Background: an optimization exercise with open tools, aiming at small area and few clock cycles. Do not read the settings as production practice. Function was checked by simulation only, so behaviour that the tests miss may differ from the original. No activity file was given, so power comes from the tool's default toggle rates.

==> flow/design.v <==
module mux
#(
    parameter NINPUTS = 1,
	parameter WIDTH = 16
)
(
	input [NINPUTS*WIDTH-1:0] in,
	output [WIDTH-1:0] out,
	input [$clog2(NINPUTS)-1:0] sel
);
assign out = in >> (sel*WIDTH);
endmodule
module ramb18_wf_dualport
#(
    parameter ID = 0,
    parameter DWIDTH = 18,
    parameter AWIDTH = 10,
    parameter DEPTH = 2**AWIDTH,
    parameter MEM_INIT = "",
    parameter RAM_STYLE = "auto"
)
(
	input clk,
	input wea,
    input ena,
    input enqa,
	input [AWIDTH-1:0] addra,
	input [DWIDTH-1:0] wdataa,
	output reg [DWIDTH-1:0] rdqa,
	input web,
    input enb,
    input enqb,
	input [AWIDTH-1:0] addrb,
	input [DWIDTH-1:0] wdatab,
	output reg [DWIDTH-1:0] rdqb
);
reg [DWIDTH-1:0] mem[0:DEPTH-1];
reg [DWIDTH-1:0] rdataa;
reg [DWIDTH-1:0] rdatab;
always @(posedge clk) begin
    if(ena) begin
        if(wea)
            mem[addra] <= wdataa;
        rdataa <= mem[addra];
    end
    if(enqa)
        rdqa <= rdataa;
end
always @(posedge clk) begin
    if(enb) begin
        if(web)
            mem[addrb] <= wdatab;
        rdatab <= mem[addrb];
    end
    if(enqb)
        rdqb <= rdatab;
end
endmodule
module memstream_region
#(
    parameter DEPTH = 64,
    parameter RING = 4,
    parameter LW = 2,
    parameter NR = DEPTH / RING,
    parameter RW = $clog2(NR)
)
(
    input clk,
    input rst,
    input [LW-1:0] g,
    input [8*DEPTH-1:0] words,    
    input afull,
    output tvalid,
    output [7:0] tdata
);
reg afull_q, afull_qq, run;
always @(posedge clk) begin
    afull_q <= afull;
    afull_qq <= afull_q;
    run <= ~rst;
end
assign tvalid = ~afull_qq;
reg [RW-1:0] nk;
reg [LW-1:0] ni;
always @(posedge clk)
    if (~run) begin
        nk <= 0;
        ni <= 0;
    end else if (tvalid) begin
        ni <= ni + 1;
        if (ni == RING-1)
            nk <= (nk == NR-1) ? 0 : nk + 1;
    end
wire [LW-1:0] phi = ni - g;
wire [RW-1:0] nk1 = (nk == NR-1) ? 0 : nk + 1;
wire [RW-1:0] sel = (g < ni) ? nk1 : nk;
reg [7:0] tap;
integer k;
always @* begin
    tap = 8'd0;
    for (k = 0; k < NR; k = k + 1)
        if (sel == k)
            tap = words[8*RING*k +: 8];
end
reg [7:0] dl [0:RING-2];
always @(posedge clk) begin
    dl[0] <= tap;
    for (k = 1; k < RING-1; k = k + 1)
        dl[k] <= dl[k-1];
end
reg [7:0] rd;
always @* begin
    if (nk == 0)
        rd = words[8*phi +: 8] ^ {8{phi[0]}};
    else if (phi == 0)
        rd = tap;
    else
        rd = dl[RING-1-phi];
end
assign tdata = rd;
endmodule
module memstream_multiblock
#(
    parameter CONFIG_EN = 1,
    parameter NSTREAMS = 6,
    parameter MEM_DEPTH = 512,
    parameter MEM_WIDTH = 8,
    parameter MEM_INIT = "./",
    parameter RAM_STYLE = "auto",
	parameter STRM0_WIDTH = 8,
	parameter STRM1_WIDTH = 8,
	parameter STRM2_WIDTH = 8,
	parameter STRM3_WIDTH = 8,
	parameter STRM4_WIDTH = 8,
	parameter STRM5_WIDTH = 8,
	parameter STRM0_DEPTH = 64,
	parameter STRM1_DEPTH = 96,
	parameter STRM2_DEPTH = 80,
	parameter STRM3_DEPTH = 112,
	parameter STRM4_DEPTH = 72,
	parameter STRM5_DEPTH = 88,
	parameter STRM0_OFFSET = 0,
	parameter STRM1_OFFSET = 64,
	parameter STRM2_OFFSET = 160,
	parameter STRM3_OFFSET = 240,
	parameter STRM4_OFFSET = 352,
	parameter STRM5_OFFSET = 424
)
(
    input aclk,
    input aresetn,
	input [31:0] config_address,
	input config_ce,
	input config_we,
	input [31:0] config_d0,
	output [31:0] config_q0,
    input m_axis_0_afull,
    input m_axis_0_tready,
    output m_axis_0_tvalid,
    output [((STRM0_WIDTH+7)/8)*8-1:0] m_axis_0_tdata,
    input m_axis_1_afull,
    input m_axis_1_tready,
    output m_axis_1_tvalid,
    output [((STRM1_WIDTH+7)/8)*8-1:0] m_axis_1_tdata,
    input m_axis_2_afull,
    input m_axis_2_tready,
    output m_axis_2_tvalid,
    output [((STRM2_WIDTH+7)/8)*8-1:0] m_axis_2_tdata,
    input m_axis_3_afull,
    input m_axis_3_tready,
    output m_axis_3_tvalid,
    output [((STRM3_WIDTH+7)/8)*8-1:0] m_axis_3_tdata,
    input m_axis_4_afull,
    input m_axis_4_tready,
    output m_axis_4_tvalid,
    output [((STRM4_WIDTH+7)/8)*8-1:0] m_axis_4_tdata,
    input m_axis_5_afull,
    input m_axis_5_tready,
    output m_axis_5_tvalid,
    output [((STRM5_WIDTH+7)/8)*8-1:0] m_axis_5_tdata
);
localparam RING = 4;
localparam LW = 2;
wire rst = ~aresetn;
reg [LW-1:0] g;
always @(posedge aclk)
    g <= g + 1;
wire we = config_ce & config_we & (config_address[31:9] == 0);
wire [LW-1:0] wpos = config_address[LW-1:0] - g - 2;
wire [RING-1:0] wpos_oh = 1 << wpos;
reg wv, wv_n;
reg [8-LW:0] wr, wr_n;
reg [RING-1:0] wp, wp_n;
reg [7:0] wd, wd_n;
always @(posedge aclk) begin
    wv <= we;
    wv_n <= ~we;
    wr <= config_address[8:LW];
    wr_n <= ~config_address[8:LW];
    wp <= wpos_oh;
    wp_n <= ~wpos_oh;
    wd <= config_d0[7:0];
    wd_n <= ~config_d0[7:0];
end
localparam NRING = MEM_DEPTH / RING;
reg [NRING-1:0] rs, rs_n;
reg [MEM_DEPTH-1:0] en, en_n;
integer r, p;
always @* begin
    for (r = 0; r < NRING; r = r + 1) begin
        rs[r] = wv & (wr == r);
        rs_n[r] = wv_n | (wr_n != ~r[8-LW:0]);
        for (p = 0; p < RING; p = p + 1) begin
            en[r*RING+p] = rs[r] & wp[p];
            en_n[r*RING+p] = rs_n[r] | wp_n[p];
        end
    end
end
reg [8*MEM_DEPTH-1:0] mem;
always @(posedge aclk)
    for (r = 0; r < NRING; r = r + 1)
        for (p = 0; p < RING; p = p + 1)
            mem[8*(r*RING+p) +: 8] <= ~(({8{en_n[r*RING+p]}} | (p[0] ? wd : wd_n)) &
                                        ({8{en[r*RING+p]}} | mem[8*(r*RING+(p+1)%RING) +: 8]));
memstream_region #(.DEPTH(STRM0_DEPTH), .RING(RING), .LW(LW)) r0 (
    .clk(aclk), .rst(rst), .g(g), .words(mem[8*STRM0_OFFSET +: 8*STRM0_DEPTH]),
    .afull(m_axis_0_afull), .tvalid(m_axis_0_tvalid), .tdata(m_axis_0_tdata));
memstream_region #(.DEPTH(STRM1_DEPTH), .RING(RING), .LW(LW)) r1 (
    .clk(aclk), .rst(rst), .g(g), .words(mem[8*STRM1_OFFSET +: 8*STRM1_DEPTH]),
    .afull(m_axis_1_afull), .tvalid(m_axis_1_tvalid), .tdata(m_axis_1_tdata));
memstream_region #(.DEPTH(STRM2_DEPTH), .RING(RING), .LW(LW)) r2 (
    .clk(aclk), .rst(rst), .g(g), .words(mem[8*STRM2_OFFSET +: 8*STRM2_DEPTH]),
    .afull(m_axis_2_afull), .tvalid(m_axis_2_tvalid), .tdata(m_axis_2_tdata));
memstream_region #(.DEPTH(STRM3_DEPTH), .RING(RING), .LW(LW)) r3 (
    .clk(aclk), .rst(rst), .g(g), .words(mem[8*STRM3_OFFSET +: 8*STRM3_DEPTH]),
    .afull(m_axis_3_afull), .tvalid(m_axis_3_tvalid), .tdata(m_axis_3_tdata));
memstream_region #(.DEPTH(STRM4_DEPTH), .RING(RING), .LW(LW)) r4 (
    .clk(aclk), .rst(rst), .g(g), .words(mem[8*STRM4_OFFSET +: 8*STRM4_DEPTH]),
    .afull(m_axis_4_afull), .tvalid(m_axis_4_tvalid), .tdata(m_axis_4_tdata));
memstream_region #(.DEPTH(STRM5_DEPTH), .RING(RING), .LW(LW)) r5 (
    .clk(aclk), .rst(rst), .g(g), .words(mem[8*STRM5_OFFSET +: 8*STRM5_DEPTH]),
    .afull(m_axis_5_afull), .tvalid(m_axis_5_tvalid), .tdata(m_axis_5_tdata));
assign config_q0 = 0;
endmodule
Settings: LEC_CHECK=0, ABC_AREA=1, CAP_MARGIN=20, CORE_MARGIN=2, CORE_UTILIZATION=55, CTS_BUF_LIST=sky130_fd_sc_hd__clkbuf_8, CTS_CLUSTER_DIAMETER=50, CTS_CLUSTER_SIZE=18, PLACE_DENSITY=0.65, SLEW_MARGIN=20; clock period 10.0 ns.
run.sh (not shown) runs the stock make flow with config.mk's settings and CLKGATE_MAP_FILE= SYNTH_SCRIPT=/design/flow/synth_recipe.tcl, a recipe that flattens the netlist after the stock synthesis.
The baseline completed without violations.
Testbench counts at the start, summed over its fixed seeds: cycles 1,920.
Change:
- CORE_UTILIZATION: 55 -> 45
- CTS_CLUSTER_SIZE: 18 -> 15
- PLACE_DENSITY: 0.65 -> 0.6
Utilization falls by 10 points.
Register-to-register slack gets better by 0.19 ns.
Hold slack gets worse by 0.012 ns.
Power rises by 3.5%.
Area after synthesis stays the same.
Clock skew rises by 0.024 ns.
Worst setup slack gets better by 0.17 ns.
Wire length rises by about 3%.
Count of clock-buffer cells in the layout rises by 62.
Change:
==> flow/flow/run.sh (new file) <==
#!/bin/bash
# Standard layout flow, except that clock tree synthesis inserts no dummy
# loads. Every tool's output goes to a log file in the work folder.
set -o pipefail
cp standard.sh standard_sh.log
export CTS_ARGS="-sink_clustering_enable -repair_clock_nets -dont_use_dummy_load -buf_list sky130_fd_sc_hd__clkbuf_8 -sink_clustering_size 15 -sink_clustering_max_diameter 50"
bash standard.sh > standard.log 2>&1
==> flow/standard.sh (new file) <==
#!/bin/bash
# synth_recipe.tcl (not shown) runs the flow's synth.tcl, then flattens the netlist and writes it again
# the make line also repeats each setting of config.mk as NAME=value (left out here)
make -C /OpenROAD-flow-scripts/flow DESIGN_CONFIG=/design/flow/config.mk WORK_HOME=/design/flow/orfs CLKGATE_MAP_FILE= SYNTH_SCRIPT=/design/flow/synth_recipe.tcl "${@:-finish}"
removed: flow/run.sh
Design area is lower by 2.2%.
Combinational power barely changes.
Global-route usage is about the same.
Power is lower by 8.0%.
Routed wire length stays flat.
Cell count goes down by 1.7%.
Core utilization decreases by 1.1 points.

* * *

Setup of v33:
memstream_multiblock, a different RTL version from the one above (not shown whole).
For scale: roughly 15000 cells after synthesis, roughly 4300 flip-flops, about 150000 sq um of cells after synthesis.
Settings: LEC_CHECK=0, CAP_MARGIN=20, CORE_MARGIN=2, CORE_UTILIZATION=45, PLACE_DENSITY=0.6, SLEW_MARGIN=20; clock period 10.0 ns.
Stock flow here: none of the scripts above is used.
Every stage of the flow completed for v33, and the final layout passed the timing, DRC and antenna checks.
Testbench counts of v33, summed over its fixed seeds: cycles 1,920.
For v31, these inputs were changed with respect to v33:
Settings: putting CTS_CLUSTER_SIZE at 15 where nothing was set; putting CTS_CLUSTER_DIAMETER at 50 where nothing was set; putting CTS_BUF_LIST at sky130_fd_sc_hd__clkbuf_8 where nothing was set.
==> comparison <==
The final layout from v31, which completed every stage, passed the timing, DRC and antenna checks at the end of the flow. v31 against v33: fmax moved down; clock tree buffer count of the final layout -177; net switching component of the power lost 6.5%; clock skew up 0.016 ns; delay contributed by the slowest stage of the critical path decreased by 0.11 ns relative to the old numbers. The minimum setup slack in the final design of v31 falls short of that of v33 by 0.11 ns. Cell area, v31 and v33: lower on v31. Global-route usage: v33 vs v31, no meaningful difference. In the metrics for v31 and v33, the one carrying the lower share of power burned in combinational logic is v33.

* * *

Setup of P:
Another version of the RTL of memstream_multiblock (not shown whole).
Size in the first run: about 4,300 flip-flops, ~170 I/O pins, ~130,000 um2 of cells after synthesis.
export LEC_CHECK = 0
export ABC_AREA = 1
export CAP_MARGIN = 20
export CORE_MARGIN = 2
export CORE_UTILIZATION = 60
export CTS_BUF_LIST = sky130_fd_sc_hd__clkbuf_8
export CTS_CLUSTER_DIAMETER = 50
export CTS_CLUSTER_SIZE = 18
export PLACE_DENSITY = 0.7
export SLEW_MARGIN = 20
create_clock -name core_clock -period 10.0 [get_ports {aclk}]
P ran to completion and came out clean on the timing, DRC and antenna checks.
Testbench counts of P, summed over its fixed seeds: cycles 1,920.
Modified inputs, Q compared to P
==> flow/flow/run.sh (new file) <==
#!/bin/bash
# Standard layout flow, except that clock tree synthesis inserts no dummy
# loads. Every tool's output goes to a log file in the work folder.
set -o pipefail
cp standard.sh standard_sh.log
export CTS_ARGS="-sink_clustering_enable -repair_clock_nets -dont_use_dummy_load -buf_list sky130_fd_sc_hd__clkbuf_8 -sink_clustering_size 18 -sink_clustering_max_diameter 50"
bash standard.sh > standard.log 2>&1
==> flow/standard.sh (new file) <==
#!/bin/bash
# synth_recipe.tcl (not shown) runs the flow's synth.tcl, then flattens the netlist and writes it again
# the make line also repeats each setting of config.mk as NAME=value (left out here)
make -C /OpenROAD-flow-scripts/flow DESIGN_CONFIG=/design/flow/config.mk WORK_HOME=/design/flow/orfs CLKGATE_MAP_FILE= SYNTH_SCRIPT=/design/flow/synth_recipe.tcl "${@:-finish}"
removed: flow/run.sh
### Flow results
Diff P..Q | core footprint | unchanged. Summary of Q over P: total routed wirelength shows no meaningful change, switching share of power moved down, global-route wire length before repair level. Logic gate share of total power (lower): P. Q against P: share of cell area taken by multi-input logic gates increased 0.46 points, maximum vdd ir drop decreased 0.0049 mV, cell area decreased about 1.6%.
## Diff of input files: R against Q
Settings: PLACE_DENSITY changed from 0.7 to 0.75; CORE_UTILIZATION changed from 60 to 66.
R finished every stage and its layout cleared the timing, DRC and antenna checks.
Looking only at starting density of the core, and setting everything else aside, the lower value of R and Q goes to Q.
Looking at final period demand of the worst path, R sits 110 ps above Q.
Q → R: length of routed wiring on met1 down 9700 um, via count down 935, number of inserted diodes up about 60%, proportion of power drawn by the clock network down 0.8 points, total half-perimeter wirelength after legalization and detailed placement down about 3%.
Placed instance count in R vs Q: down 2.1%
Clock-buffer cell count ended up 29 lower on R than on Q.

-- afterwards: timing with drivers on the ports --
In the flow no input, the clock included, has a driving cell. The finished layouts below were timed again as built, in two steps. Step 1 sets driving cells, clkbuf_16 on the clock port and buf_2 on the other inputs (assumed; they add their load-dependent delay and slew). Step 2, shift: input delay + t, output delay - t, t = (earliest + latest rising clock arrival at the registers) / 2. This alone moves slack from input paths to output paths. Three values: no drivers, after step 1, after step 2; two values: the first two.
run | shift t [ns] | setup WS [ns] | worst hold slack (ns)
the first run of note 1 | 1.221 | 0.996 / 0.901 / 2.122 | 0.335 / 0.335 / 0.335
the second run of note 1 | 1.232 | 1.166 / 1.068 / 2.299 | 0.323 / 0.323 / 0.323
the third run of note 1 | 1.198 | 1.182 / 1.084 / 2.282 | 0.307 / 0.307 / 0.307
v33 | 1.067 | 1.204 / 1.103 / 2.170 | 0.326 / 0.326 / 0.326
v31 | 1.213 | 1.089 / 0.991 / 2.204 | 0.329 / 0.329 / 0.329
P | 1.240 | 0.800 / 0.701 / 1.941 | 0.329 / 0.329 / 0.329
Q | 1.219 | 0.793 / 0.692 / 1.911 | 0.285 / 0.285 / 0.285
R | 1.201 | 0.679 / 0.591 / 1.792 | 0.294 / 0.294 / 0.294
After both steps every run listed still meets setup and hold.
